Source: an optimization exercise on an open RTL-to-GDS flow (aim: small area). Production flows keep margins and buffers that such runs may drop. Function was checked by simulation only, so behaviour that the tests miss may differ from the original. No driver is modelled on the clock port, so clocking that relies on it looks cheaper here than on a real chip. Power and IR drop assume default switching activity.

## the reference run
==> flow/design.v (excerpt) <==
module niosv_reset_looper (
	input  wire        clk,
	input  wire        reset,
	input  wire [11:0] csr_sub_araddr,
	input  wire [2:0]  csr_sub_arprot,
	output wire        csr_sub_arready,
	input  wire        csr_sub_arvalid,
	input  wire [11:0] csr_sub_awaddr,
	input  wire [2:0]  csr_sub_awprot,
	output wire        csr_sub_awready,
	input  wire        csr_sub_awvalid,
	input  wire        csr_sub_bready,
	output wire [1:0]  csr_sub_bresp,
	output wire        csr_sub_bvalid,
	output wire [31:0] csr_sub_rdata,
	input  wire        csr_sub_rready,
	output wire [1:0]  csr_sub_rresp,
	output wire        csr_sub_rvalid,
	input  wire [31:0] csr_sub_wdata,
	output wire        csr_sub_wready,
	input  wire [3:0]  csr_sub_wstrb,
	input  wire        csr_sub_wvalid,
	input  wire [11:0] looper_sub_araddr,
	input  wire [2:0]  looper_sub_arprot,
	output wire        looper_sub_arready,
	input  wire        looper_sub_arvalid,
	input  wire [11:0] looper_sub_awaddr,
	input  wire [2:0]  looper_sub_awprot,
	output wire        looper_sub_awready,
	input  wire        looper_sub_awvalid,
	input  wire        looper_sub_bready,
	output wire [1:0]  looper_sub_bresp,
	output wire        looper_sub_bvalid,
	output wire [31:0] looper_sub_rdata,
	input  wire        looper_sub_rready,
	output wire [1:0]  looper_sub_rresp,
	output wire        looper_sub_rvalid,
	input  wire [31:0] looper_sub_wdata,
	output wire        looper_sub_wready,
	input  wire [3:0]  looper_sub_wstrb,
	input  wire        looper_sub_wvalid
);
For scale: ~550 cells after synthesis, roughly 230 I/O pins.
Settings: LEC_CHECK=0, CAP_MARGIN=20, CORE_MARGIN=2, CORE_UTILIZATION=35, SLEW_MARGIN=20; clock period 5.0 ns.
run.sh (not shown) runs the stock make flow with config.mk's settings and CLKGATE_MAP_FILE= SYNTH_SCRIPT=/design/flow/synth_recipe.tcl, a recipe that flattens the netlist after the stock synthesis.
The reference run: all stages complete, timing, DRC and antenna checks passed
diff inputs: the reference run => the trial run
==> flow/flow/run.sh (new file) <==
#!/bin/bash
# The standard ORFS layout (standard.sh) with these changes:
#  - synthesis maps logic with an area-oriented ABC script (flow/synth.tcl);
#  - ports are buffered with buf_1;
#  - CTS uses small clock buffers and no dummy load cells.
set -euo pipefail
here=$(pwd)
export AREA_ABC_SCRIPT=$here/flow/area.abc
export BUFFER_PORTS_ARGS="-buffer_cell sky130_fd_sc_hd__buf_1"
export CTS_ARGS="-sink_clustering_enable -repair_clock_nets -dont_use_dummy_load -buf_list sky130_fd_sc_hd__clkbuf_8"
sed "s#SYNTH_SCRIPT=[^ ]*#SYNTH_SCRIPT=$here/flow/synth.tcl#" standard.sh > area_flow.sh
bash area_flow.sh > orfs_flow.log 2>&1
==> flow/flow/area.abc (new file) <==
&get -n
&st
&dch
&nf -R 1000
&put
strash
dch
map -a
&get -n
&st
&dch
&nf -R 1000
&put
==> flow/flow/synth.tcl (new file) <==
# synth_recipe.tcl with one change: ABC maps the logic with flow/area.abc
# (area-oriented) instead of ORFS's speed script. Flip-flops are mapped
# before ABC runs, so registers are the same as the standard synthesis.
proc synth {args} { yosys synth -nofsm -noshare {*}$args }
proc abc {args} {
  set i [lsearch $args -script]
  lset args [expr {$i + 1}] $::env(AREA_ABC_SCRIPT)
  yosys abc {*}$args
}
source $::env(SCRIPTS_DIR)/synth.tcl
# left out here: clear keep_hierarchy, flatten, clean up, hide names made inside functions, write 1_2_yosys.v
==> flow/standard.sh (new file) <==
#!/bin/bash
# synth_recipe.tcl (not shown) runs the flow's synth.tcl, then flattens the netlist and writes it again
# the make line also repeats each setting of config.mk as NAME=value (left out here)
make -C /OpenROAD-flow-scripts/flow DESIGN_CONFIG=/design/flow/config.mk WORK_HOME=/design/flow/orfs CLKGATE_MAP_FILE= SYNTH_SCRIPT=/design/flow/synth_recipe.tcl "${@:-finish}"
removed: flow/run.sh
--- outcome ---
A slowest stage cell on the critical path of sky130_fd_sc_hd__nor2_1 is what the trial run shows, while sky130_fd_sc_hd__clkdlybuf4s50_1 belongs to the reference run. The trial run reports a lower number of global-route vias before repair than the reference run does. Between the reference run and the trial run, the flow reports count of buffers not belonging to the clock network in the layout decreasing slightly. As far as max-slew violation count goes, the trial run and the reference run are indistinguishable; the numbers are identical.


niosv_reset_looper, a different RTL version from the one above (not shown whole).
Size: ~520 cells after synthesis, roughly 150 flip-flops, roughly 6300 um2 of cells after synthesis.
## niosv_reset_looper
module niosv_reset_looper (
	input  wire        clk,
	input  wire        reset,
	input  wire [11:0] csr_sub_araddr,
	input  wire [2:0]  csr_sub_arprot,
	output wire        csr_sub_arready,
	input  wire        csr_sub_arvalid,
	input  wire [11:0] csr_sub_awaddr,
	input  wire [2:0]  csr_sub_awprot,
	output wire        csr_sub_awready,
	input  wire        csr_sub_awvalid,
	input  wire        csr_sub_bready,
	output wire [1:0]  csr_sub_bresp,
	output wire        csr_sub_bvalid,
	output wire [31:0] csr_sub_rdata,
	input  wire        csr_sub_rready,
	output wire [1:0]  csr_sub_rresp,
	output wire        csr_sub_rvalid,
	input  wire [31:0] csr_sub_wdata,
	output wire        csr_sub_wready,
	input  wire [3:0]  csr_sub_wstrb,
	input  wire        csr_sub_wvalid,
	input  wire [11:0] looper_sub_araddr,
	input  wire [2:0]  looper_sub_arprot,
	output wire        looper_sub_arready,
	input  wire        looper_sub_arvalid,
	input  wire [11:0] looper_sub_awaddr,
	input  wire [2:0]  looper_sub_awprot,
	output wire        looper_sub_awready,
	input  wire        looper_sub_awvalid,
	input  wire        looper_sub_bready,
	output wire [1:0]  looper_sub_bresp,
	output wire        looper_sub_bvalid,
	output wire [31:0] looper_sub_rdata,
	input  wire        looper_sub_rready,
	output wire [1:0]  looper_sub_rresp,
	output wire        looper_sub_rvalid,
	input  wire [31:0] looper_sub_wdata,
	output wire        looper_sub_wready,
	input  wire [3:0]  looper_sub_wstrb,
	input  wire        looper_sub_wvalid
);
==> flow/config.mk <==
export PLATFORM = sky130hd
export DESIGN_NAME = niosv_reset_looper
export DESIGN_NICKNAME = niosv_reset_looper
export VERILOG_FILES = /design/flow/design.v
export SDC_FILE = /design/flow/constraint.sdc
export NUM_CORES = 4
export LEC_CHECK = 0
export CAP_MARGIN = 20
export CORE_MARGIN = 2
export CORE_UTILIZATION = 35
export SLEW_MARGIN = 20
==> flow/constraint.sdc <==
create_clock -name core_clock -period 5.0 [get_ports {clk}]
set_input_delay 1.0000 -clock core_clock [delete_from_list [all_inputs] [get_ports {clk}]]
set_output_delay 1.0000 -clock core_clock [all_outputs]
set_load 0.01 [all_outputs]
standard.sh (not shown) runs the stock make flow with config.mk's settings and CLKGATE_MAP_FILE= SYNTH_SCRIPT=/design/flow/synth_recipe.tcl, a recipe that flattens the netlist after the stock synthesis.
==> flow/flow/run.sh <==
#!/bin/bash
# The standard ORFS layout (standard.sh) with these changes:
#  - synthesis maps logic with an area-oriented ABC script (flow/synth.tcl);
#  - ports are buffered with buf_1;
#  - CTS builds the tree from clkbuf_4 (root clkbuf_8) without dummy load
#    cells, then leaf buffers with a large fanout are upsized to clkbuf_8
#    (flow/clk_upsize.tcl) to keep flip-flop clock slews low.
set -euo pipefail
here=$(pwd)
export AREA_ABC_SCRIPT=$here/flow/area.abc
export BUFFER_PORTS_ARGS="-buffer_cell sky130_fd_sc_hd__buf_1"
export CTS_ARGS="-sink_clustering_enable -repair_clock_nets -dont_use_dummy_load -buf_list sky130_fd_sc_hd__clkbuf_4 -root_buf sky130_fd_sc_hd__clkbuf_8"
sed "s#SYNTH_SCRIPT=[^ ]*#SYNTH_SCRIPT=$here/flow/synth.tcl#" standard.sh > area_flow.sh
bash area_flow.sh cts > orfs_flow_to_cts.log 2>&1
RESULTS_DIR=$(ls -d $here/orfs/results/*/niosv_reset_looper/base) openroad -no_init -exit $here/flow/clk_upsize.tcl > clk_upsize.log 2>&1
bash area_flow.sh > orfs_flow.log 2>&1
==> flow/flow/area.abc <==
&get -n
&st
&dch
&nf -R 1000
&put
strash
dch
map -a
&get -n
&st
&dch
&nf -R 1000
&put
==> flow/flow/clk_upsize.tcl <==
# Upsize the clock tree's leaf buffers that drive many flip-flops
# (fanout >= 10) from clkbuf_4 to clkbuf_8, then re-legalize placement.
set results $::env(RESULTS_DIR)
read_db $results/4_cts.odb
set block [ord::get_db_block]
set big [[ord::get_db] findMaster sky130_fd_sc_hd__clkbuf_8]
foreach inst [$block getInsts] {
  if {[[$inst getMaster] getName] ne "sky130_fd_sc_hd__clkbuf_4"} { continue }
  set net [[$inst findITerm X] getNet]
  if {$net eq "NULL" || [$net getSigType] ne "CLOCK"} { continue }
  set fanout [expr {[llength [$net getITerms]] - 1}]
  if {$fanout >= 10} {
    puts "upsizing [$inst getName] (fanout $fanout)"
    $inst swapMaster $big
  }
}
detailed_placement
check_placement -verbose
write_db $results/4_cts.odb
==> flow/flow/synth.tcl <==
# synth_recipe.tcl with one change: ABC maps the logic with flow/area.abc
# (area-oriented) instead of ORFS's speed script. Flip-flops are mapped
# before ABC runs, so registers are the same as the standard synthesis.
proc synth {args} { yosys synth -nofsm -noshare {*}$args }
proc abc {args} {
  set i [lsearch $args -script]
  lset args [expr {$i + 1}] $::env(AREA_ABC_SCRIPT)
  yosys abc {*}$args
}
source $::env(SCRIPTS_DIR)/synth.tcl
# left out here: clear keep_hierarchy, flatten, clean up, hide names made inside functions, write 1_2_yosys.v
Change:
--- a/flow/flow/run.sh
+++ b/flow/flow/run.sh
@@ -3,4 +3,5 @@
 #  - synthesis maps logic with an area-oriented ABC script (flow/synth.tcl);
 #  - ports are buffered with buf_1;
+#  - one tie cell drives all constant outputs (no per-load tie cells);
 #  - CTS builds the tree from clkbuf_4 (root clkbuf_8) without dummy load
 #    cells, then leaf buffers with a large fanout are upsized to clkbuf_8
@@ -9,4 +10,5 @@
 here=$(pwd)
 export AREA_ABC_SCRIPT=$here/flow/area.abc
+export SKIP_REPAIR_TIE_FANOUT=1
 export BUFFER_PORTS_ARGS="-buffer_cell sky130_fd_sc_hd__buf_1"
 export CTS_ARGS="-sink_clustering_enable -repair_clock_nets -dont_use_dummy_load -buf_list sky130_fd_sc_hd__clkbuf_4 -root_buf sky130_fd_sc_hd__clkbuf_8"
After rerunning: The new run completed without violations. Sequential power stays flat. Clock skew increases by 0.0087 ns. Combinational power barely changes. Final area decreases by 0.74%. Wire length decreases by 0.54%. Area after synthesis does not change.

## re-timing with driven ports
Ports are ideal in the flow. The routed layouts listed here were re-timed in OpenROAD. Step 1 sets driving cells, clkbuf_16 on the clock port and buf_2 on the other inputs (assumed; they add their load-dependent delay and slew). Step 2, shift: input delay + t, output delay - t, t = (earliest + latest rising clock arrival at the registers) / 2. This alone moves slack from input paths to output paths. Three values: ideal, step 1, step 2; two values: the first two.
| run | t, ns | setup slack, ns | worst hold slack (ns) | worst setup path at the end | cell pins on the clock port's net |
|---|---|---|---|---|---|
| the reference run | 0.458 | 2.027 / 1.984 / 2.442 | 0.477 / 0.477 / 0.477 | register to output | 1 |
| the trial run | 0.472 | 1.744 / 1.744 / 1.744 | 0.455 / 0.455 / 0.455 | register to register | 1 |
| the first run of note 2 | 0.453 | 1.854 / 1.854 / 1.854 | 0.436 / 0.436 / 0.436 | register to register | 1 |
| the second run of note 2 | 0.460 | 1.825 / 1.825 / 1.825 | 0.448 / 0.448 / 0.448 | register to register | 1 |
After both steps every run listed still meets setup and hold.
